This is an optimization exercise on Yosys and OpenROAD, whose aim is small area, not a production implementation.
No functional check of the RTL was part of any run shown here.
Power figures rest on the tool's default switching activity, not on a simulated workload.

### flow/flow/run.sh
#!/bin/bash
# Standard synthesis, then the combinational logic between the (untouched) registers is
# re-mapped by ABC with an area-oriented script; then the standard layout steps.
set -euo pipefail
W=$(pwd)
R=$W/orfs/results/$FLOW_PLATFORM/top/base
L=$W/orfs/logs/$FLOW_PLATFORM/top/base
LIB=$FLOW_HOME/platforms/$FLOW_PLATFORM/lib/sky130_fd_sc_hd__tt_025C_1v80.lib

bash standard.sh synth > $W/std_synth.log 2>&1

yosys -p "read_liberty -ignore_miss_func $LIB; write_verilog -noattr $W/cells_all.v" > $W/cells.log 2>&1
python3 $W/flow/comb.py $W/cells_all.v $W/comb_cells.v
DU=$(grep -o -- '-dont_use [A-Za-z0-9_]*' $L/1_2_yosys.log | sort -u | tr '\n' ' ')
cp $R/1_2_yosys.v $W/std_1_2_yosys.v
yosys -p "read_liberty -lib $LIB; read_verilog $W/std_1_2_yosys.v; hierarchy -top $FLOW_TOP; \
  techmap -map $W/comb_cells.v; techmap; opt -purge; \
  abc -liberty $LIB $DU -script $W/flow/resyn.abc; \
  splitnets; opt_clean -purge; \
  hilomap -singleton -hicell sky130_fd_sc_hd__conb_1 HI -locell sky130_fd_sc_hd__conb_1 LO; \
  insbuf -buf sky130_fd_sc_hd__buf_4 A X; opt_clean -purge; \
  stat -liberty $LIB; write_verilog -noattr -nohex -nodec $W/resyn.v" > $W/resyn.log 2>&1
cp $W/resyn.v $R/1_2_yosys.v
rm -f $R/1_synth.odb $R/1_synth.sdc
bash standard.sh > $W/std_finish.log 2>&1
### flow/flow/comb.py
# Keep the combinational cell models (no state) from a Yosys dump of the liberty file,
# to map the standard synthesis's gates back to logic for re-mapping.
import re, sys
s = open(sys.argv[1]).read()
keep = [b for b, n in re.findall(r'(module (\S+?)\(.*?endmodule)', s, re.S)
        if 'always' not in b and ' reg ' not in b]
open(sys.argv[2], 'w').write('\n\n'.join(keep) + '\n')
### flow/flow/resyn.abc
strash
ifraig
dc2
dch -f
map -a
mfs2 -a
strash
dc2
dch -f
map -a
mfs2 -a
strash
dch -f
map -a
mfs2 -a
strash
dch -f
map -a
topo
### flow/standard.sh
#!/bin/bash
# synth_recipe.tcl (not shown) runs the flow's synth.tcl, then flattens the netlist and writes it again
# the make line also repeats each setting of config.mk as NAME=value (left out here)
make -C /OpenROAD-flow-scripts/flow DESIGN_CONFIG=/design/flow/config.mk WORK_HOME=/design/flow/orfs CLKGATE_MAP_FILE= SYNTH_SCRIPT=/design/flow/synth_recipe.tcl "${@:-finish}"
### flow/config.mk
export PLATFORM = sky130hd
export DESIGN_NAME = top
export DESIGN_NICKNAME = top
export VERILOG_FILES = /design/flow/design.v
export SDC_FILE = /design/flow/constraint.sdc
export NUM_CORES = 4
export LEC_CHECK = 0
export CAP_MARGIN = 20
export CORE_MARGIN = 2
export CORE_UTILIZATION = 40
export SLEW_MARGIN = 20
### flow/constraint.sdc
create_clock -name core_clock -period 110.0 [get_ports {clk}]
set_input_delay 22.0000 -clock core_clock [delete_from_list [all_inputs] [get_ports {clk}]]
set_output_delay 22.0000 -clock core_clock [all_outputs]
set_load 0.01 [all_outputs]
### flow/design.v
`timescale 1ns / 1ps
module mm_deb (
    input  clk,
    input  rst,
    input  smp,
    input  b,
    output o
);
    reg [3:0] n;
    reg e;
    wire full = n[3];
    always @(posedge clk or posedge rst) begin
        if (rst) n <= 4'd0;
        else if (smp) n <= b ? (full ? n : n + 4'd1) : 4'd0;
    end
    always @(posedge clk or posedge rst) begin
        if (rst) e <= 1'b0;
        else e <= ~full;
    end
    assign o = ~e & ~full;
endmodule
module mm_dp (
    input clk,
    input rst,
    input run,
    input clear,
    input bs,
    input bm,
    input bh,
    input init12,
    output reg [3:0] m1,
    output reg [3:0] m0,
    output reg [2:0] s1,
    output reg [3:0] s0,
    output reg [2:0] n1,
    output reg [3:0] n0,
    output reg [1:0] h1,
    output reg [3:0] h0,
    output reg t100
);
    reg [8:0] c;
    always @(posedge clk or posedge rst) begin
        if (rst) begin
            c <= 9'd0;
            t100 <= 1'b0;
        end else if (run) begin
            if (c == 9'd33) begin
                c <= 9'd0;
                t100 <= 1'b1;
            end else begin
                c <= {c[7:0], ~(c[8] ^ c[4])};
                t100 <= 1'b0;
            end
        end else if (clear) begin
            c <= 9'd0;
            t100 <= 1'b0;
        end else begin
            t100 <= 1'b0;
        end
    end
    wire mw = (m1 == 4'd9) && (m0 == 4'd9);
    wire sw = (s1 == 3'd5) && (s0 == 4'd9);
    wire nw = (n1 == 3'd5) && (n0 == 4'd9);
    wire hw = (h1 == 2'd2) && (h0 == 4'd3);
    reg dt, dl, t1s, t1m, t1h;
    wire is = t1s | (~clear & bs);
    wire im = t1m | (~clear & bm);
    wire ih = t1h | (~clear & bh);
    always @(posedge clk or posedge rst) begin
        if (rst) begin
            dt <= 1'b0; dl <= 1'b0;
            m1 <= 4'd0; m0 <= 4'd0; s1 <= 3'd0; s0 <= 4'd0;
            n1 <= 3'd0; n0 <= 4'd0; h1 <= 2'd0; h0 <= 4'd0;
            t1s <= 1'b0; t1m <= 1'b0; t1h <= 1'b0;
        end else if (!dt) begin
            dt <= 1'b1;
            dl <= 1'b1;
        end else begin
            dl <= 1'b0;
            if (dl) begin
                m1 <= 4'd0; m0 <= 4'd0; s1 <= 3'd0; s0 <= 4'd0;
                n1 <= 3'd0; n0 <= 4'd0;
                h1 <= init12 ? 2'd1 : 2'd0;
                h0 <= init12 ? 4'd2 : 4'd0;
                t1s <= 1'b0; t1m <= 1'b0; t1h <= 1'b0;
            end else begin
                t1s <= t100 & mw;
                if (t100) begin
                    if (m0 == 4'd9) begin
                        m0 <= 4'd0;
                        m1 <= (m1 == 4'd9) ? 4'd0 : m1 + 4'd1;
                    end else m0 <= m0 + 4'd1;
                end else if (clear) begin
                    m1 <= 4'd0; m0 <= 4'd0;
                end
                t1m <= is & sw;
                if (is) begin
                    if (s0 == 4'd9) begin
                        s0 <= 4'd0;
                        s1 <= (s1 == 3'd5) ? 3'd0 : s1 + 3'd1;
                    end else s0 <= s0 + 4'd1;
                end else if (clear) begin
                    s1 <= 3'd0; s0 <= 4'd0;
                end
                t1h <= im & nw;
                if (im) begin
                    if (n0 == 4'd9) begin
                        n0 <= 4'd0;
                        n1 <= (n1 == 3'd5) ? 3'd0 : n1 + 3'd1;
                    end else n0 <= n0 + 4'd1;
                end else if (clear) begin
                    n1 <= 3'd0; n0 <= 4'd0;
                end
                if (ih) begin
                    if (hw) begin
                        h1 <= 2'd0; h0 <= 4'd0;
                    end else if (h0 == 4'd9) begin
                        h0 <= 4'd0;
                        h1 <= h1 + 2'd1;
                    end else h0 <= h0 + 4'd1;
                end else if (clear) begin
                    h1 <= 2'd0; h0 <= 4'd0;
                end
            end
        end
    end
endmodule
module top (
    input clk,
    input rst,
    input rx,
    input [3:0] sw_mode,
    input btn_L, btn_R, btn_D, btn_U,
    input echo,
    input dht_in,
    output dht_oe,
    output dht_drv,
    output trig,
    output tx,
    output [3:0] fndCom,
    output [7:0] fndFont
);
    wire sw1 = sw_mode[1];
    reg [5:0] c50;
    reg t50;
    always @(posedge clk or posedge rst) begin
        if (rst) begin
            c50 <= 6'd0; t50 <= 1'b0;
        end else if (c50 == 6'd9) begin
            c50 <= 6'd0; t50 <= 1'b1;
        end else begin
            c50 <= {c50[4:0], ~(c50[5] ^ c50[4])}; t50 <= 1'b0;
        end
    end
    reg [2:0] scan;
    always @(posedge clk or posedge rst) begin
        if (rst) scan <= 3'd0;
        else if (t50) scan <= scan + 3'd1;
    end
    reg [1:0] c4;
    reg [3:0] c10;
    reg tus, tms;
    always @(posedge clk or posedge rst) begin
        if (rst) begin
            c4 <= 2'd0; c10 <= 4'd0; tus <= 1'b0; tms <= 1'b0;
        end else begin
            c4 <= c4 + 2'd1;
            tus <= (c4 == 2'd3);
            tms <= (c4 == 2'd3) && (c10 == 4'd9);
            if (c4 == 2'd3) c10 <= (c10 == 4'd9) ? 4'd0 : {c10[2:0], ~(c10[3] ^ c10[2])};
        end
    end
    reg [1:0] bc;
    reg bt;
    always @(posedge clk or posedge rst) begin
        if (rst) begin
            bc <= 2'd0; bt <= 1'b0;
        end else if (bc == 2'd2) begin
            bc <= 2'd0; bt <= 1'b1;
        end else begin
            bc <= bc + 2'd1; bt <= 1'b0;
        end
    end
    wire pL, pR, pD, pU;
    mm_deb dL (.clk(clk), .rst(rst), .smp(t50), .b(btn_L), .o(pL));
    mm_deb dR (.clk(clk), .rst(rst), .smp(t50), .b(btn_R), .o(pR));
    mm_deb dD (.clk(clk), .rst(rst), .smp(t50), .b(btn_D), .o(pD));
    mm_deb dU (.clk(clk), .rst(rst), .smp(t50), .b(btn_U), .o(pU));
    reg rxv;                 
    wire [7:0] rxb;          
    wire [7:0] cu = rxb & 8'hdf;
    reg rxv_d;
    always @(posedge clk or posedge rst) begin
        if (rst) rxv_d <= 1'b0;
        else rxv_d <= rxv;
    end
    wire u_run   = rxv_d && (cu == "R");
    wire u_clear = rxv_d && (cu == "C");
    wire u_hour  = rxv_d && (cu == "H");
    wire u_min   = rxv_d && (cu == "M");
    wire u_sec   = rxv_d && (cu == "S");
    wire u_mode  = rxv_d && (cu == "X");
    reg rep;                 
    always @(posedge clk or posedge rst) begin
        if (rst) rep <= 1'b0;
        else if (u_mode) rep <= ~rep;
    end
    reg [1:0] swst;          
    wire i_run = pL | u_run;
    wire i_clr = pR | u_clear;
    always @(posedge clk or posedge rst) begin
        if (rst) swst <= 2'd0;
        else case (swst)
            2'd0: if (i_run) swst <= 2'd1; else if (i_clr) swst <= 2'd2;
            2'd1: if (i_run) swst <= 2'd0;
            2'd2: if (i_clr) swst <= 2'd0;
            default: ;
        endcase
    end
    wire [3:0] wm1, wm0, wn0, ws0, wh0, sm1, sm0, sn0, ss0, sh0;
    wire [2:0] ws1, wn1, ss1, sn1;
    wire [1:0] wh1, sh1;
    wire t100w, t100s;
    mm_dp u_w (
        .clk(clk), .rst(rst & sw1), .run(1'b1), .clear(1'b0),
        .bs((pU | u_sec) & sw1), .bm((pD | u_min) & sw1), .bh((pL | u_hour) & sw1),
        .init12(sw1),
        .m1(wm1), .m0(wm0), .s1(ws1), .s0(ws0), .n1(wn1), .n0(wn0), .h1(wh1), .h0(wh0),
        .t100(t100w));
    mm_dp u_s (
        .clk(clk), .rst(rst & ~sw1), .run((swst == 2'd1) & ~sw1), .clear((swst == 2'd2) & ~sw1),
        .bs(1'b0), .bm(1'b0), .bh(1'b0), .init12(1'b0),
        .m1(sm1), .m0(sm0), .s1(ss1), .s0(ss0), .n1(sn1), .n0(sn0), .h1(sh1), .h0(sh0),
        .t100(t100s));
    wire [3:0] dm1 = sw1 ? wm1 : sm1;
    wire [3:0] dm0 = sw1 ? wm0 : sm0;
    wire [2:0] ds1 = sw1 ? ws1 : ss1;
    wire [3:0] ds0 = sw1 ? ws0 : ss0;
    wire [2:0] dn1 = sw1 ? wn1 : sn1;
    wire [3:0] dn0 = sw1 ? wn0 : sn0;
    wire [1:0] dh1 = sw1 ? wh1 : sh1;
    wire [3:0] dh0 = sw1 ? wh0 : sh0;
    reg [2:0] ust;
    reg trig_r;
    reg [11:0] uw;           
    wire [11:0] uw_nx = {uw[10:0], ~(uw[11] ^ uw[5] ^ uw[3] ^ uw[0])};
    reg [5:0] er;
    reg [2:0] q2;
    reg [3:0] q1, q0;
    wire e_top = (q2 == 3'd5) && (q1 == 4'd6) && (q0 == 4'd4) && (er == 6'd55);   
    always @(posedge clk or posedge rst) begin
        if (rst) begin
            ust <= 3'd0; trig_r <= 1'b0; uw <= 12'd0;
            er <= 6'd0; q2 <= 3'd0; q1 <= 4'd0; q0 <= 4'd0;
        end else begin
            case (ust)
                3'd0: begin
                    uw <= 12'd0;
                    if (sw_mode[2]) ust <= 3'd1;
                end
                3'd1: if (tus) ust <= 3'd2;
                3'd2: begin
                    trig_r <= 1'b1;
                    if (uw == 12'd3753) begin
                        ust <= 3'd3; uw <= 12'd0;
                    end else if (tus) uw <= uw_nx;
                end
                3'd3: begin
                    trig_r <= 1'b0;
                    if (echo) begin
                        ust <= 3'd4;
                        er <= 6'd0; q2 <= 3'd0; q1 <= 4'd0; q0 <= 4'd0;
                    end else if (uw == 12'd1861) begin
                        ust <= 3'd0; uw <= 12'd0;
                        er <= 6'd0; q2 <= 3'd0; q1 <= 4'd0; q0 <= 4'd0;
                    end else if (tus) uw <= uw_nx;
                end
                3'd4: begin
                    if (!echo) ust <= 3'd5;
                    else if (tus) begin
                        if (e_top) begin
                            er <= 6'd0; q2 <= 3'd0; q1 <= 4'd0; q0 <= 4'd0;
                        end else if (er == 6'd57) begin
                            er <= 6'd0;
                            if (q0 == 4'd9) begin
                                q0 <= 4'd0;
                                if (q1 == 4'd9) begin
                                    q1 <= 4'd0; q2 <= q2 + 3'd1;
                                end else q1 <= q1 + 4'd1;
                            end else q0 <= q0 + 4'd1;
                        end else er <= er + 6'd1;
                    end
                end
                3'd5: if (tus) ust <= 3'd6;
                3'd6: begin
                    if (uw == 12'd518) ust <= 3'd0;
                    else if (tus) uw <= uw_nx;
                end
                default: ;
            endcase
        end
    end
    assign trig = trig_r;
    wire big = (q2 > 3'd4) ||
               (q2 == 3'd4 && (q1 > 4'd1 ||
               (q1 == 4'd1 && (q0 > 4'd3 ||
               (q0 == 4'd3 && er > 6'd46)))));
    wire [3:0] dd2 = big ? 4'd5 : {1'b0, q2};
    wire [3:0] dd1 = big ? 4'd1 : q1;
    wire [3:0] dd0 = big ? 4'd1 : q0;
    wire ge256 = (q2 > 3'd2) || (q2 == 3'd2 && (q1 > 4'd5 || (q1 == 4'd5 && q0 >= 4'd6)));
    wire b0 = (q0 < 4'd6);
    wire [3:0] s0 = b0 ? q0 + 4'd4 : q0 - 4'd6;
    wire b1 = (q1 < 4'd5) || (q1 == 4'd5 && b0);
    wire [3:0] s1 = q1 + (b1 ? 4'd5 : 4'd11) - {3'd0, b0};
    wire [2:0] s2 = q2 - 3'd2 - {2'd0, b1};
    wire [3:0] ld2 = big ? 4'd2 : ge256 ? {1'b0, s2} : {1'b0, q2};
    wire [3:0] ld1 = big ? 4'd5 : ge256 ? s1 : q1;
    wire [3:0] ld0 = big ? 4'd5 : ge256 ? s0 : q0;
    reg [3:0] dst;
    reg r_mcu, io_oe, o_tout, done_r;
    reg [7:0] dcnt;          
    reg [5:0] rcv;           
    reg [1:0] tst;           
    reg [8:0] t10;
    reg go_idle;
    wire start_dht = (dst == 4'd1) & ~io_oe;    
    wire bitv = dcnt[6:0] > 7'd40;
    reg [7:0] db;            
    wire [7:0] dbc = {db[6:0], bitv};
    reg [7:0] dsum;          
    reg [3:0] st_h1, st_h0, st_t1, st_t0;
    reg [1:0] st_hm, st_tm;
    function [7:0] bcd2x(input [7:0] v, input b);
        reg [2:0] o5, t5;
        begin
            o5 = (v[3:0] >= 4'd5) ? v[2:0] - 3'd5 : v[2:0];
            t5 = (v[7:4] >= 4'd5) ? v[6:4] - 3'd5 : v[6:4];
            bcd2x = {t5, v[3:0] >= 4'd5, o5, b};
        end
    endfunction
    wire first_bit = (rcv[2:0] == 3'd0);
    wire [7:0] nx_h = bcd2x(first_bit ? 8'd0 : {st_h1, st_h0}, bitv);
    wire [7:0] nx_t = bcd2x(first_bit ? 8'd0 : {st_t1, st_t0}, bitv);
    wire [1:0] d100 = (dbc >= 8'd200) ? 2'd2 : (dbc >= 8'd100) ? 2'd1 : 2'd0;
    wire byte_end = (dst == 4'd7) && (rcv[2:0] == 3'd7);
    always @(posedge clk) begin
        if (dst == 4'd7) db <= dbc;
        if (dst == 4'd7 && rcv[5:3] == 3'd0) {st_h1, st_h0} <= nx_h;
        if (dst == 4'd7 && rcv[5:3] == 3'd2) {st_t1, st_t0} <= nx_t;
        if (byte_end) begin
            if (!rcv[5]) dsum <= (rcv[4:3] == 2'd0 ? 8'd0 : dsum) + dbc;
            if (rcv[5:3] == 3'd1) st_hm <= d100;
            if (rcv[5:3] == 3'd3) st_tm <= d100;
        end
    end
    always @(posedge clk or posedge rst) begin
        if (rst) begin
            dst <= 4'd0; r_mcu <= 1'b1; io_oe <= 1'b0; dcnt <= 8'd0; rcv <= 6'd0;
            o_tout <= 1'b0; done_r <= 1'b0;
        end else begin
            done_r <= 1'b0;
            case (dst)
                4'd0: begin
                    r_mcu <= 1'b1; dcnt <= 8'd0; rcv <= 6'd0;
                    if (sw_mode[3]) begin
                        dst <= 4'd1; o_tout <= 1'b0;
                    end
                end
                4'd1: begin
                    io_oe <= 1'b1; r_mcu <= 1'b0;
                    if (tms) begin
                        if (dcnt == 8'd17) begin
                            dcnt <= 8'd0; dst <= 4'd2;
                        end else dcnt <= dcnt + 8'd1;
                    end
                end
                4'd2: begin
                    r_mcu <= 1'b1;
                    if (tus) begin
                        if (dcnt == 8'd29) begin
                            io_oe <= 1'b0; dst <= 4'd3; dcnt <= 8'd0;
                        end else dcnt <= dcnt + 8'd1;
                    end
                end
                4'd3: if (tus & ~dht_in) dst <= 4'd4;
                4'd4: if (tus & dht_in) dst <= 4'd5;
                4'd5: if (tus & ~dht_in) dst <= 4'd6;
                4'd6: begin
                    if (tus) begin
                        if (dht_in) begin
                            dst <= 4'd8; dcnt <= 8'd0;
                        end else if (dcnt == 8'd149) begin
                            dst <= 4'd0; dcnt <= 8'd0; o_tout <= 1'b1;
                        end else dcnt <= dcnt + 8'd1;
                    end
                end
                4'd8: begin
                    if (tus) begin
                        if (!dht_in) dst <= 4'd7;
                        else if (dcnt == 8'd149) begin
                            dst <= 4'd0; dcnt <= 8'd0; o_tout <= 1'b1;
                        end else dcnt <= dcnt + 8'd1;
                    end
                end
                4'd7: begin
                    dcnt <= 8'd0;
                    if (rcv == 6'd39) begin
                        rcv <= 6'd0; dst <= 4'd9;
                    end else begin
                        rcv <= rcv + 6'd1; dst <= 4'd6;
                    end
                end
                4'd9: if (~dht_in & tus) begin
                    dst <= 4'd10; done_r <= 1'b1;
                end
                4'd10: if (go_idle) dst <= 4'd0;
                default: ;
            endcase
        end
    end
    always @(posedge clk or posedge rst) begin
        if (rst) begin
            tst <= 2'd0; t10 <= 9'd0; go_idle <= 1'b0;
        end else case (tst)
            2'd0: begin
                go_idle <= 1'b0;
                if (start_dht) tst <= 2'd1;
            end
            2'd1: begin
                if (tms) begin
                    if (t10 == 9'd33) begin          
                        t10 <= 9'd0; tst <= 2'd2;
                    end else t10 <= {t10[7:0], ~(t10[8] ^ t10[4])};
                end
                if (o_tout) tst <= 2'd0;
            end
            2'd2: begin
                go_idle <= 1'b1; tst <= 2'd0;
            end
            default: ;
        endcase
    end
    assign dht_oe = io_oe;
    assign dht_drv = r_mcu;
    reg [3:0] h1d, h0d, t1d, t0d;
    reg [1:0] hmd, tmd;
    reg derr;
    always @(posedge clk or posedge rst) begin
        if (rst) begin
            h1d <= 4'd0; h0d <= 4'd0; t1d <= 4'd0; t0d <= 4'd0;
            hmd <= 2'd0; tmd <= 2'd0; derr <= 1'b0;
        end else if (done_r) begin
            h1d <= st_h1; h0d <= st_h0; t1d <= st_t1; t0d <= st_t0;
            hmd <= st_hm; tmd <= st_tm; derr <= (db != dsum);
        end
    end
    wire dht_bad = derr | o_tout;
    reg [1:0] rs;
    reg [3:0] rc;
    reg [2:0] rdc;
    reg rdone;
    reg [7:0] rbuf;
    always @(posedge clk) begin
        if (rs == 2'd2 && bt && rc == 4'd15) rbuf <= {rx, rbuf[7:1]};
    end
    assign rxb = rbuf;
    always @(posedge clk or posedge rst) begin
        if (rst) begin
            rs <= 2'd0; rc <= 4'd0; rdc <= 3'd0; rdone <= 1'b0; rxv <= 1'b0;
        end else begin
            rdone <= 1'b0;
            rxv <= rdone;
            case (rs)
                2'd0: if (!rx) rs <= 2'd1;
                2'd1: if (bt) begin
                    if (rc == 4'd7) begin
                        rc <= 4'd0; rs <= 2'd2;
                    end else rc <= rc + 4'd1;
                end
                2'd2: if (bt) begin
                    if (rc == 4'd15) begin
                        rc <= 4'd0;
                        rdc <= rdc + 3'd1;
                        if (rdc == 3'd7) rs <= 2'd3;
                    end else rc <= rc + 4'd1;
                end
                2'd3: if (bt) begin
                    if (rc == 4'd15) begin
                        rdone <= 1'b1; rc <= 4'd0; rs <= 2'd0;
                    end else rc <= rc + 4'd1;
                end
            endcase
        end
    end
    reg [3:0] selT, selD;
    reg [4:0] selH;
    reg tick_d;
    always @(posedge clk or posedge rst) begin
        if (rst) begin
            selT <= 4'd0; selD <= 4'd0; selH <= 5'd0; tick_d <= 1'b0;
        end else begin
            tick_d <= t100w;
            if (t100w) begin
                selT <= (selT == 4'd11) ? 4'd0 : selT + 4'd1;
                selD <= (selD == 4'd10) ? 4'd0 : selD + 4'd1;
                selH <= (selH == 5'd24) ? 5'd0 : selH + 5'd1;
            end
        end
    end
    wire mD = (sw_mode[3:1] == 3'b010);
    wire mH = (sw_mode[3:1] == 3'b100);
    reg isdig;
    reg [3:0] rdig;
    reg [7:0] rcst;
    always @(*) begin
        isdig = 1'b0;
        rdig = 4'd0;
        rcst = 8'h00;
        if (mD) begin
            case (selD)
                4'd1: rcst = "S";
                4'd2: rcst = "T";
                4'd3: rcst = ":";
                4'd4: rcst = " ";
                4'd5: begin isdig = 1'b1; rdig = ld2; end
                4'd6: begin isdig = 1'b1; rdig = ld1; end
                4'd7: begin isdig = 1'b1; rdig = ld0; end
                4'd8: rcst = "c";
                4'd9: rcst = "m";
                4'd10: rcst = 8'h0a;
                default: rcst = "D";
            endcase
        end else if (mH) begin
            case (selH)
                5'd1: rcst = 8'h65;
                5'd2: rcst = 8'h6d;
                5'd3: rcst = 8'h70;
                5'd4: rcst = 8'h3a;
                5'd5: rcst = 8'h20;
                5'd6: begin isdig = 1'b1; rdig = t1d; end
                5'd7: begin isdig = 1'b1; rdig = t0d; end
                5'd8: rcst = 8'h2e;
                5'd9: begin isdig = 1'b1; rdig = {2'b0, tmd}; end
                5'd10: rcst = 8'h20;
                5'd11: rcst = 8'h68;
                5'd12: rcst = 8'h75;
                5'd13: rcst = 8'h6d;
                5'd14: rcst = 8'h69;
                5'd15: rcst = 8'h3a;
                5'd16: rcst = 8'h20;
                5'd17: begin isdig = 1'b1; rdig = h1d; end
                5'd18: begin isdig = 1'b1; rdig = h0d; end
                5'd19: rcst = 8'h2e;
                5'd20: begin isdig = 1'b1; rdig = {2'b0, hmd}; end
                5'd21: rcst = 8'h09;
                5'd22: rcst = dht_bad ? 8'h58 : 8'h4f;
                5'd23: rcst = dht_bad ? 8'h58 : 8'h4b;
                5'd24: rcst = 8'h0a;
                default: rcst = 8'h74;
            endcase
        end else begin
            case (selT)
                4'd1: rcst = sw1 ? "L" : "W";
                4'd2: rcst = 8'h20;
                4'd3: begin isdig = 1'b1; rdig = {2'b0, dh1}; end
                4'd4: begin isdig = 1'b1; rdig = dh0; end
                4'd5: rcst = 8'h3a;
                4'd6: begin isdig = 1'b1; rdig = {1'b0, dn1}; end
                4'd7: begin isdig = 1'b1; rdig = dn0; end
                4'd8: rcst = 8'h3a;
                4'd9: begin isdig = 1'b1; rdig = {1'b0, ds1}; end
                4'd10: begin isdig = 1'b1; rdig = ds0; end
                4'd11: rcst = 8'h0a;
                default: rcst = sw1 ? "C" : "S";
            endcase
        end
    end
    wire [7:0] rep_ch = isdig ? {4'h3, rdig} : rcst;
    reg [7:0] fm0, fm1, fm2, fm3;
    reg [1:0] wp, rp;
    reg txd;                 
    wire f_empty = (wp == rp);
    wire f_re = ~txd & ~f_empty;
    wire f_we = rep ? t100w : rxv;
    wire [7:0] f_wd = rep ? rep_ch : rxb;
    reg [7:0] f_head;
    always @(*) begin
        case (rp)
            2'd0: f_head = fm0;
            2'd1: f_head = fm1;
            2'd2: f_head = fm2;
            default: f_head = fm3;
        endcase
    end
    wire [7:0] f_out = f_re ? f_head : 8'h00;
    always @(posedge clk) begin
        if (f_we) begin
            case (wp)
                2'd0: fm0 <= f_wd;
                2'd1: fm1 <= f_wd;
                2'd2: fm2 <= f_wd;
                default: fm3 <= f_wd;
            endcase
        end
    end
    always @(posedge clk or posedge rst) begin
        if (rst) begin
            wp <= 2'd0; rp <= 2'd0;
        end else begin
            if (f_we) wp <= wp + 2'd1;
            if (f_re) rp <= rp + 2'd1;
        end
    end
    wire tx_start = rep ? (f_re & tick_d) : ~f_empty;
    reg [2:0] ts;
    reg txr;
    reg [2:0] tbc;
    reg [3:0] ttc;
    reg [7:0] tdat;
    always @(posedge clk) begin
        if (ts == 3'd0 && tx_start) tdat <= f_out;
    end
    always @(posedge clk or posedge rst) begin
        if (rst) begin
            ts <= 3'd0; txr <= 1'b1; txd <= 1'b0; tbc <= 3'd0; ttc <= 4'd0;
        end else case (ts)
            3'd0: begin
                txr <= 1'b1; txd <= 1'b0;
                if (tx_start) ts <= 3'd1;
            end
            3'd1: if (bt) ts <= 3'd2;
            3'd2: begin
                txd <= 1'b1; txr <= 1'b0;
                if (bt) begin
                    if (ttc == 4'd15) begin
                        tbc <= 3'd0; ttc <= 4'd0; ts <= 3'd3;
                    end else ttc <= ttc + 4'd1;
                end
            end
            3'd3: begin
                txr <= tdat[tbc];
                if (bt) begin
                    if (ttc == 4'd15) begin
                        ttc <= 4'd0;
                        if (tbc == 3'd7) ts <= 3'd4;
                        else tbc <= tbc + 3'd1;
                    end else ttc <= ttc + 4'd1;
                end
            end
            3'd4: begin
                txr <= 1'b1;
                if (bt) begin
                    if (ttc == 4'd15) begin
                        ts <= 3'd0; ttc <= 4'd0;
                    end else ttc <= ttc + 4'd1;
                end
            end
            default: ;
        endcase
    end
    assign tx = txr;
    wire dot = (dm1 >= 4'd5);
    wire [7:0] dotp = dot ? 8'h7f : 8'hff;
    reg sdig;
    reg [3:0] sv;
    reg [7:0] spat;
    always @(*) begin
        sdig = 1'b0;
        sv = 4'd0;
        spat = 8'hff;
        case ({sw_mode[3:2], sw_mode[0]})
            3'b001: case (scan)
                3'd0: begin sdig = 1'b1; sv = dn0; end
                3'd1: begin sdig = 1'b1; sv = {1'b0, dn1}; end
                3'd2: begin sdig = 1'b1; sv = dh0; end
                3'd3: begin sdig = 1'b1; sv = {2'b0, dh1}; end
                3'd6: spat = dotp;
                default: ;
            endcase
            3'b010: case (scan)
                3'd0: begin sdig = 1'b1; sv = dd0; end
                3'd1: begin sdig = 1'b1; sv = dd1; end
                3'd2: begin sdig = 1'b1; sv = dd2; end
                3'd3: spat = 8'ha1;
                3'd7: spat = 8'h7f;
                default: ;
            endcase
            3'b100: case (scan)
                3'd0: begin sdig = 1'b1; sv = {2'b0, tmd}; end
                3'd1: begin sdig = 1'b1; sv = t0d; end
                3'd2: begin sdig = 1'b1; sv = t1d; end
                3'd3: spat = 8'h87;
                3'd5: spat = 8'h7f;
                default: ;
            endcase
            3'b101: case (scan)
                3'd0: begin sdig = 1'b1; sv = {2'b0, hmd}; end
                3'd1: begin sdig = 1'b1; sv = h0d; end
                3'd2: begin sdig = 1'b1; sv = h1d; end
                3'd3: spat = 8'h89;
                3'd5: spat = 8'h7f;
                default: ;
            endcase
            default: case (scan)
                3'd0: begin sdig = 1'b1; sv = dm0; end
                3'd1: begin sdig = 1'b1; sv = dm1; end
                3'd2: begin sdig = 1'b1; sv = ds0; end
                3'd3: begin sdig = 1'b1; sv = {1'b0, ds1}; end
                3'd6: spat = dotp;
                default: ;
            endcase
        endcase
    end
    reg [7:0] seg;
    always @(*) begin
        case (sv)
            4'd0: seg = 8'hc0;
            4'd1: seg = 8'hf9;
            4'd2: seg = 8'ha4;
            4'd3: seg = 8'hb0;
            4'd4: seg = 8'h99;
            4'd5: seg = 8'h92;
            4'd6: seg = 8'h82;
            4'd7: seg = 8'hf8;
            4'd8: seg = 8'h80;
            default: seg = 8'h90;
        endcase
        if (!sdig) seg = spat;
    end
    assign fndFont = seg;
    assign fndCom = ~(4'b0001 << scan[1:0]);
endmodule
==> results of run 1 <==
## sequential cells by signal (all words and copies together), names as in the netlist, 9 cells and up
signal  cells
uw         12
t10         9
u_s.c       9
u_w.c       9
## path summary, 6_finish.rpt
check	from	endpoint	slack, ns	depth (start not counted)
min in group asynchronous	sw_mode[1]	u_w.n1[1]	21.91	3
max in group asynchronous	rst	dR.n[3]	86.50	3
min reg2reg	rdone	rxv	0.34	0
min	rdone	rxv	0.34	0
max	sw_mode[2]	fndFont[5]	61.85	16
max reg2reg	rcv[3]	dsum[7]	106.75	14
## metrics by stage
stage	cells	total power [µW]	hold slack (ns)	util (%)
after detailed placement	2601	204.2	0.3449	42.95
after CTS	2672	342.3	0.3474	46.16
final	2672	338.7	0.3442	46.19
after global routing	2672	356.5	0.3595	46.19
after floorplan	2038	188.3	0.3312	-
after global placement	2600	203.1	0.3420	42.92
## power breakdown
part | switching (µW) | internal, µW | total [µW]
sequential | 10.2 | 142 | 152
clock | 52.1 | 84.0 | 136
combinational | 33.9 | 17.0 | 50.8
## metal layers
layer	global-route usage (%)	routed length [µm]
met4	8.014	1359
met2	32.11	19940
met5	0	0
met3	2.646	2250
met1	28.93	20970
## layout by cell type, fill, tap and decap left out, types with 8 or more instances in the layout
cell type / n
dfrtp_1: 257
nand4_1: 13
a211oi_1: 9
nor2_1: 332
nand3_1: 62
a22oi_1: 50
or2_2: 9
xor2_1: 25
nor3_1: 76
edfxtp_1: 84
nor4_1: 22
clkdlybuf4s50_1: 27
nand2_1: 220
mux2_2: 9
a31oi_1: 26
o21ai_0: 169
a21oi_1: 169
o22ai_1: 60
clkinv_1: 343
o221ai_1: 8
clkbuf_16: 41
## critical path, stage by stage
cell and delay, ns:
clkdlybuf4s50_1 0.65, clkinv_1 0.11, nor2_1 0.14, clkinv_1 0.11, nor2_1 0.27, nor2_1 0.08
clkinv_1 0.08, nor2_1 0.08, nand3_1 0.10, clkinv_1 0.06, a2111oi_0 0.79, clkinv_1 0.24
nor2_1 0.18, nand2_1 0.09, o21ai_0 0.51, clkdlybuf4s50_1 0.66
## area by class of cell
cell class	count	share of cell area [%]
Clock buffer	54	5.831
Tap cell	539	3.465
Sequential cell	344	46.41
Timing Repair Buffer	37	1.768
Clock inverter	17	1.125
Inverter	343	6.641
Multi-Input combinational cell	1338	34.76
==> results.txt, run 1 <==
P_leak=between 0.007 and 0.008 µW; Hold WC Path Type=reg2reg; CP Capture Type=primary output; final setup vio count=0; Root Driver=clkbuf_16; GR Overflow Total=0; post-layout instance area=0.01946 mm²; worst-path fanout max=4; fin crit share=a little over two fifths; Max Slew Vio Count=0; initial core utilization=about two fifths; Setup crit start kind=input pin; Post CTS Setup Buffer Count=0; Detail Placement HPWL=between 30 and 40 mm; final hold vios=0; Worst Path Required=approximately 90 ns; first-pass GRT wire length=roughly 73 mm; Setup TNS Final=0 ns; DR WL/cell=approximately 17 µm; Vias per Instance=approximately 5.5; Max Clock Freq=approximately 0.021 GHz; Placer Congestion=around 0.92; Layout area overhead=13.46%; worst slew pin tran=between 1 and 1.5 ns; num ports=29; ANT nets after route=0; drt pass-1 iters=6; total track usage=between 20 and 25%; vias after detailed routing=14,650; unrepaired setup endpoints after global routing=false; # fillers=around 4,000; htree depth=2; largest net degree at the start of global routing=99; mapped cell area=0.01716 mm²; port bufs=28; Worst Slack Setup Final=between 60 and 70 ns; Max Cap Viol=0; Slew HR=31.07%; synthesized netlist cell count=about 2,000; TritonCTS Buffers=39; TritonCTS clock tree=done; pwr/cell area=roughly 17 mW/mm²; Antenna diodes=0; Die W=211.1 µm; status=finished clean; Worst-path clk slew=~0.06 ns; layout cells sized above 1=around 5%; CTS resizes=0; First DRT Iteration DRCs=between 1,000 and 1,500; peak supply drop=about 0.013 mV; Nets=roughly 2,100; maximum buffer depth of the clock tree=3; Multi-input gate area=~0.0068 mm²; Clk Latency, worst-skew pair=around 0.55 ns; Post-CTS Hold Buffers=0; dpl ws=about 62 ns; # DRC=0; full die area=about 0.045 mm²; cell row count=75; critical path arrival=between 20 and 30 ns; FF+latch area=around 0.009 mm²; Cell Area, Placed=0.01809 mm²; number of global-route vias before repair=about 14,000; core footprint=0.04213 mm²; antenna violations before repair=0; die height=211.1 µm; average cell area after synthesis=8.422 µm²; synth warn=3; total wire length=about 45 mm; TritonCTS Sinks=around 340; Final min period=48.15 ns; crit path kind=in2out; Fin Clk Skew=about 0.024 ns
==> inputs of run 2 (changes only) <==
--- a/flow/design.v
+++ b/flow/design.v
@@ -141,17 +141,7 @@
     output [7:0] fndFont
 );
     wire sw1 = sw_mode[1];
-    reg [5:0] c50;
     reg t50;
-    always @(posedge clk or posedge rst) begin
-        if (rst) begin
-            c50 <= 6'd0; t50 <= 1'b0;
-        end else if (c50 == 6'd9) begin
-            c50 <= 6'd0; t50 <= 1'b1;
-        end else begin
-            c50 <= {c50[4:0], ~(c50[5] ^ c50[4])}; t50 <= 1'b0;
-        end
-    end
     reg [2:0] scan;
     always @(posedge clk or posedge rst) begin
         if (rst) scan <= 3'd0;
@@ -159,14 +149,20 @@
     end
     reg [1:0] c4;
     reg [3:0] c10;
+    reg [2:0] m5;
     reg tus, tms;
     always @(posedge clk or posedge rst) begin
         if (rst) begin
-            c4 <= 2'd0; c10 <= 4'd0; tus <= 1'b0; tms <= 1'b0;
+            c4 <= 2'd0; c10 <= 4'd0; m5 <= 3'd0; tus <= 1'b0; tms <= 1'b0; t50 <= 1'b0;
         end else begin
             c4 <= c4 + 2'd1;
             tus <= (c4 == 2'd3);
             tms <= (c4 == 2'd3) && (c10 == 4'd9);
+            t50 <= (m5 == 3'd1 && c10 == 4'd3 && c4 == 2'd1) ||
+                   (m5 == 3'd2 && c10 == 4'd14 && c4 == 2'd3) ||
+                   (m5 == 3'd3 && c10 == 4'd6 && c4 == 2'd1) ||
+                   (m5 == 3'd4 && c10 == 4'd9 && c4 == 2'd3);
+            if (c4 == 2'd3 && c10 == 4'd9) m5 <= (m5 == 3'd4) ? 3'd0 : m5 + 3'd1;
             if (c4 == 2'd3) c10 <= (c10 == 4'd9) ? 4'd0 : {c10[2:0], ~(c10[3] ^ c10[2])};
         end
     end
--- a/flow/flow/run.sh
+++ b/flow/flow/run.sh
@@ -22,4 +22,8 @@
   stat -liberty $LIB; write_verilog -noattr -nohex -nodec $W/resyn.v" > $W/resyn.log 2>&1
 cp $W/resyn.v $R/1_2_yosys.v
 rm -f $R/1_synth.odb $R/1_synth.sdc
+# A clock tree of clkbuf_8 buffers without dummy loads.
+
+export CTS_ARGS="-sink_clustering_enable -repair_clock_nets -dont_use_dummy_load -buf_list sky130_fd_sc_hd__clkbuf_8"
+export RECOVER_POWER=100
 bash standard.sh > $W/std_finish.log 2>&1
==> flow/flow/resyn.abc (replaced) <==
strash
ifraig
dc2
dch -f
amap
mfs2 -a
strash
dc2
dch -f
amap
mfs2 -a
strash
dc2
dch -f
amap
mfs2 -a
strash
dch -f
amap
mfs2 -a
strash
dch -f
amap
topo
==> results.txt, run 2 <==
first-pass GRT wire length=72.84 mm (-0.82%); Placer Congestion=0.9821 (+6.9%); core footprint=0.04204 mm² (-0.22%); worst-path fanout max=35 (+31); Setup TNS Final=0 ns (unchanged); Layout area overhead=10.01%; average cell area after synthesis=8.644 µm² (+2.6%); Post CTS Setup Buffer Count=0 (unchanged); TritonCTS Buffers=58 (+49%); Worst-path clk slew=0.06 ns (about the same); SO Faults=capacitance limit, slew limit; Root Driver=clkbuf_8; drt pass-1 iters=5 (-1); Critical-path top delay cell=clkinv_1; worst hold margin=0.3602 ns (+0.01597 ns); Worst path depth=14 (-2); cell row count=75 (unchanged); worst slew pin tran=4.253 ns (+3.245 ns); final hold vios=0 (unchanged); Buf+Inv Stages, Crit Path=5 (-2); P_leak=0.006951 µW (-7.1%); Hold WC Path Type=reg2reg; port bufs=28 (unchanged); final setup vio count=0 (unchanged); CP Capture Type=primary output; FF-to-FF End=q2[2]; ANT nets after route=0 (unchanged); crit path launch=sw_mode[1]; Max Cap Viol=6 (+6); critical path arrival=28.35 ns (+2.20 ns); cells along the critical path=dlygate4sd3_1 > clkbuf_1 > clkinv_1 > o22ai_1 > nor2_1 > a2111oi_0 > nor2_1 > nor4_1 > o21ai_0 > a21oi_1 > clkinv_1 > o21ai_0 > o221ai_1 > dlygate4sd3_1; total track usage=20.33% (-0.16 points); maximum buffer depth of the clock tree=3 (unchanged); most frequent cells in the layout=nor2_1, clkinv_1, dfrtp_1; synthesized netlist cell count=1,973 (-3.1%); Detail Placement HPWL=32.26 mm (-1.4%); DR WL/cell=17.03 µm (+2.2%); layout cells sized above 1=3.114% (-1.9 points); total wire length=44.18 mm (-0.75%); die height=210.5 µm (-0.29%); initial core utilization=40.57% (-0.15 points); crit path to=fndFont[3]; Cells after DPL=2,536 (-2.5%); total chip power=326.9 µW (-3.5%); Clk Latency, worst-skew pair=0.64 ns (+0.09 ns); Largest register FFs=12 (unchanged); Max Slew Vio Count=309 (+309); htree depth=2 (unchanged); Reg2Reg Depth=22 (+8); reg2reg setup slack=104.91 ns (-1.84 ns); CP top delay family=buffers and inverters; Hold Path Depth=0 (unchanged); commonest non-fill, non-tap cell in the layout=nor2_1; Worst Path Required=88.00 ns (about the same); Post-CTS Hold Buffers=0 (unchanged); fin crit share=45.77% (+2.0 points); antenna violations before repair=0 (unchanged); peak supply drop=0.01063 mV (-17%); crit path kind=in2out; pwr/cell area=17.42 mW/mm² (+0.13%); CTS resizes=0 (unchanged); Non-Filler Instances=2,595 (-2.9%); Slew HR=-185.1% (-220 points); Vias per Instance=5.682 (+3.6%); Setup crit start kind=input pin; largest net degree at the start of global routing=91 (-8.1%); status=complete, but fails checks; Nets=2,070 (-2.2%); Die W=210.5 µm (-0.29%); TritonCTS clock tree=done; TritonCTS Sinks=341 (-0.87%); Final min period=50.35 ns (+2.203 ns); full die area=0.04431 mm² (-0.57%); GR Overflow Total=0 (unchanged); unrepaired setup endpoints after global routing=false; number of global-route vias before repair=14,150 (-0.17%); Max Clock Freq=0.01986 GHz (-4.4%); # DRC=0 (unchanged); RR Startpoint=uw[2]; First DRT Iteration DRCs=1,164 (-1.2%); Final Util=44.63% (-1.6 points); synth warn=3 (unchanged); Top reg by flops=uw; vias after detailed routing=14,740 (+0.66%); num ports=29 (unchanged); mapped cell area=0.01706 mm² (-0.58%); Fin Clk Skew=0.02567 ns (+0.001706 ns); CP peak stage delay=1.25 ns (+0.46 ns)
[run 2: power breakdown]
| part | internal [µW] | switching [µW] | leakage [µW] |
|---|---|---|---|
| registers | 149 | 16.9 | 0.00399 |
| logic | 24.8 | 44.1 | 0.00255 |
| clock network | 46.1 | 45.9 | 0.000417 |
| total | 220 | 107 | 0.00695 |
[run 2: final cells by class]
| type | count | area [µm²] |
|---|---|---|
| diodes | 1 | 2.502 |
| clock buffers | 58 | 798.3 |
| fillers | 4054 | 23280 |
| inverters | 297 | 1116 |
| multi-input cells | 1324 | 6898 |
| flip-flops and latches | 341 | 8956 |
| well taps | 539 | 674.4 |
| repair buffers | 35 | 317.8 |
[run 2: stage by stage]
| step | setup slack (ns) | instance area [µm²] |
|---|---|---|
| final | 59.65 | 18760 |
| after global routing | 59.26 | 18760 |
| after CTS | 61.34 | 18790 |
| after detailed placement | 61.35 | 17990 |
| after global placement | 61.55 | 17990 |
| after floorplan | 63.64 | 17060 |
[run 2: worst register-to-register path, cell delays in order (launching register included)]
cell,delay (ns)
dfrtp_1,0.33
clkinv_1,0.12
nor3_1,0.15
nand3_1,0.12
or4_1,0.56
a21oi_1,0.20
o21ai_0,0.15
clkinv_1,0.08
or2_0,0.60
nand2_1,0.11
nor2_1,0.11
a21oi_1,0.09
nor2_1,0.51
nor2_1,0.14
nor2_1,0.16
clkinv_1,0.13
nor4_1,0.27
nand2_1,0.15
nor3_1,0.30
clkinv_1,0.19
nor3_1,0.30
clkinv_1,0.10
o32ai_1,0.11
[run 2: layer usage]
layer	share of wire, %	track usage [%]	vias up	wire (µm)
li1	-	-	7182	-
met1	46	28.49	7036	20440
met2	45	31.40	427	19760
met3	5.8	3.695	99	2547
met4	3.2	7.941	0	1429
met5	0	0	-	0
[run 2: worst min path at each step]
stage | endpoint | slack (ns) | start
after floorplan | rxv | 0.33 | rdone
final | rxv | 0.36 | rdone
after CTS | rxv | 0.36 | rdone
after global placement | rxv | 0.34 | rdone
after global routing | rxv | 0.37 | rdone
after detailed placement | rxv | 0.34 | rdone
==> inputs of run 3 (changes only) <==
--- a/flow/flow/run.sh
+++ b/flow/flow/run.sh
@@ -22,8 +22,8 @@
   stat -liberty $LIB; write_verilog -noattr -nohex -nodec $W/resyn.v" > $W/resyn.log 2>&1
 cp $W/resyn.v $R/1_2_yosys.v
 rm -f $R/1_synth.odb $R/1_synth.sdc
-# A clock tree of clkbuf_8 buffers without dummy loads.
+# A clock tree without dummy loads.
 
-export CTS_ARGS="-sink_clustering_enable -repair_clock_nets -dont_use_dummy_load -buf_list sky130_fd_sc_hd__clkbuf_8"
+export CTS_ARGS="-sink_clustering_enable -repair_clock_nets -dont_use_dummy_load"
 export RECOVER_POWER=100
 bash standard.sh > $W/std_finish.log 2>&1
==> results.txt, run 3 <==
cell row count=75 (unchanged); Top reg by flops=uw; RR Startpoint=uw[2]; TritonCTS Buffers=38 (-34%); Hold WC Path Type=reg2reg; worst hold margin=0.3539 ns (-0.006289 ns); # DRC=0 (unchanged); SO Faults=capacitance limit, slew limit; fin crit share=45.76% (about the same); first-pass GRT wire length=72.64 mm (-0.28%); Root Driver=clkbuf_16; Post-CTS Hold Buffers=0 (unchanged); synth warn=3 (unchanged); initial core utilization=40.57% (unchanged); Reg2Reg Depth=22 (unchanged); reg2reg setup slack=104.94 ns (+0.03 ns); Cell Area, Placed=0.01799 mm² (unchanged); FF-to-FF End=q2[2]; ANT nets after route=0 (unchanged); status=complete, but fails checks; Fin Clk Skew=0.03289 ns (+0.007214 ns); worst-path fanout max=35 (unchanged); maximum buffer depth of the clock tree=3 (unchanged); unrepaired setup endpoints after global routing=false; htree depth=2 (unchanged); Largest register FFs=12 (unchanged); TritonCTS Sinks=341 (unchanged); Multi-input gate area=0.006898 mm² (unchanged); total chip power=342.0 µW (+4.6%); final hold vios=0 (unchanged); commonest non-fill, non-tap cell in the layout=nor2_1; final setup vio count=0 (unchanged); # fillers=4,028 (-0.64%); dpl ws=61.35 ns (unchanged); critical path arrival=28.33 ns (-0.02 ns); CTS resizes=0 (unchanged); mapped cell area=0.01706 mm² (unchanged); FF+latch area=0.008956 mm² (unchanged); Critical-path top delay cell=clkinv_1; CP peak stage delay=1.26 ns (about the same); Clk Latency, worst-skew pair=0.55 ns (-0.09 ns); most frequent cells in the layout=nor2_1, clkinv_1, dfrtp_1; num ports=29 (unchanged); Final min period=50.33 ns (-0.01720 ns); antenna violations before repair=0 (unchanged); GR Overflow Total=0 (unchanged); cells along the critical path=dlygate4sd3_1 > clkbuf_1 > clkinv_1 > o22ai_1 > nor2_1 > a2111oi_0 > nor2_1 > nor4_1 > o21ai_0 > a21oi_1 > clkinv_1 > o21ai_0 > o221ai_1 > dlygate4sd3_1; pwr/cell area=18.08 mW/mm² (+3.8%); largest net degree at the start of global routing=91 (unchanged); drt pass-1 iters=7 (+2); port bufs=28 (unchanged); layout cells sized above 1=2.162% (-0.95 points); Hold Path Depth=0 (unchanged); Worst-path clk slew=0.06 ns (about the same); CP Capture Type=primary output; Max Cap Viol=6 (unchanged); Post CTS Setup Buffer Count=0 (unchanged); number of global-route vias before repair=14,050 (-0.70%); Worst Path Required=88.00 ns (about the same); average cell area after synthesis=8.644 µm² (unchanged); crit path kind=in2out; worst slew pin tran=4.220 ns (-0.03285 ns); TritonCTS clock tree=done; total track usage=20.27% (-0.057 points); Hold Path Sink=rxv; Layout area overhead=10.91%; Max Clock Freq=0.01987 GHz (about the same); core footprint=0.04204 mm² (unchanged); total wire length=44.01 mm (-0.39%); Slew HR=-182.9% (+2.2 points); Vias per Instance=5.715 (+0.59%); Nets=2,050 (-0.97%); Die W=210.5 µm (unchanged); Worst Slack Setup Final=59.67 ns (+0.01720 ns); peak supply drop=0.01071 mV (+0.74%); Setup TNS Final=0 ns (unchanged); hold_sp=rdone; P_leak=0.007002 µW (+0.74%); Max Slew Vio Count=309 (unchanged); synthesized netlist cell count=1,973 (unchanged); Placer Congestion=0.9821 (unchanged); First DRT Iteration DRCs=1,199 (+3.0%); post-layout instance area=0.01892 mm² (+0.81%); Setup crit start kind=input pin; vias after detailed routing=14,720 (-0.18%); Detail Placement HPWL=32.26 mm (unchanged); full die area=0.04431 mm² (unchanged); DR WL/cell=17.09 µm (+0.38%); die height=210.5 µm (unchanged)
## run 3: layout make-up
type / count / area share [%]
flip-flops and latches: 341 / 47.35
multi-input cells: 1324 / 36.47
inverters: 297 / 5.900
clock buffers: 38 / 5.027
well taps: 539 / 3.565
repair buffers: 35 / 1.680
diodes: 1 / 0.01323
## run 3: where the power goes
part | total, µW | switching, µW | leakage [µW] | internal (µW)
Sequential | 166 | 16.8 | 0.00399 | 149
Clock | 107 | 46.6 | 0.000468 | 60.6
Combinational | 68.9 | 44.0 | 0.00255 | 24.9
## run 3: critical path, delay by kind of cell
| family | cells | cell delay (ns) |
|---|---|---|
| AND/OR/NAND/NOR | 3 | 0.46 |
| buffers and inverters | 5 | 3.75 |
| AO/OA/AOI/OAI | 6 | 2.10 |
## run 3: layer usage
layer	wire length (µm)	track usage (%)	vias up
li1	-	-	7149
met1	20310	28.56	7021
met2	19720	31.35	452
met3	2441	3.337	95
met4	1544	8.014	0
met5	0	0	-
## run 3: how the worst max path moves through the flow
stage	cells past startpoint	to	from	slack, ns
final	14	fndFont[3]	sw_mode[1]	59.67
after global routing	14	fndFont[3]	sw_mode[1]	59.26
after CTS	14	fndFont[3]	sw_mode[1]	61.34
after detailed placement	14	fndFont[3]	sw_mode[1]	61.35
after global placement	14	fndFont[3]	sw_mode[1]	61.55
after floorplan	12	fndFont[3]	sw_mode[1]	63.64
## run 3: stage by stage
step	std cells	util, %
after global placement	2536	42.80
after floorplan	1974	-
after global routing	2574	44.99
after detailed placement	2536	42.80
final	2575	44.99
after CTS	2574	45.06

static timing again, ports no longer ideal:
Ports are ideal in the flow. The routed layouts listed here were re-timed in OpenROAD. Step 1 sets driving cells, clkbuf_16 on the clock port and buf_2 on the other inputs (assumed; they add their load-dependent delay and slew). Step 2 moves the port delays by t, midway between the first and last clock arrival at a register: inputs arrive t later, outputs are due t later. That takes back most of the time a late clock gives input paths. Three values: ideal, step 1, step 2; two values: the first two.
run | t (ns) | setup slack, ns | worst slew at a driven data input, ns
run 1 | 0.597 | 61.854 / 61.829 / 61.829 | 0.08
run 2 | 0.669 | 59.651 / 59.623 / 59.623 | 0.09
run 3 | 0.590 | 59.668 / 59.640 / 59.640 | 0.08
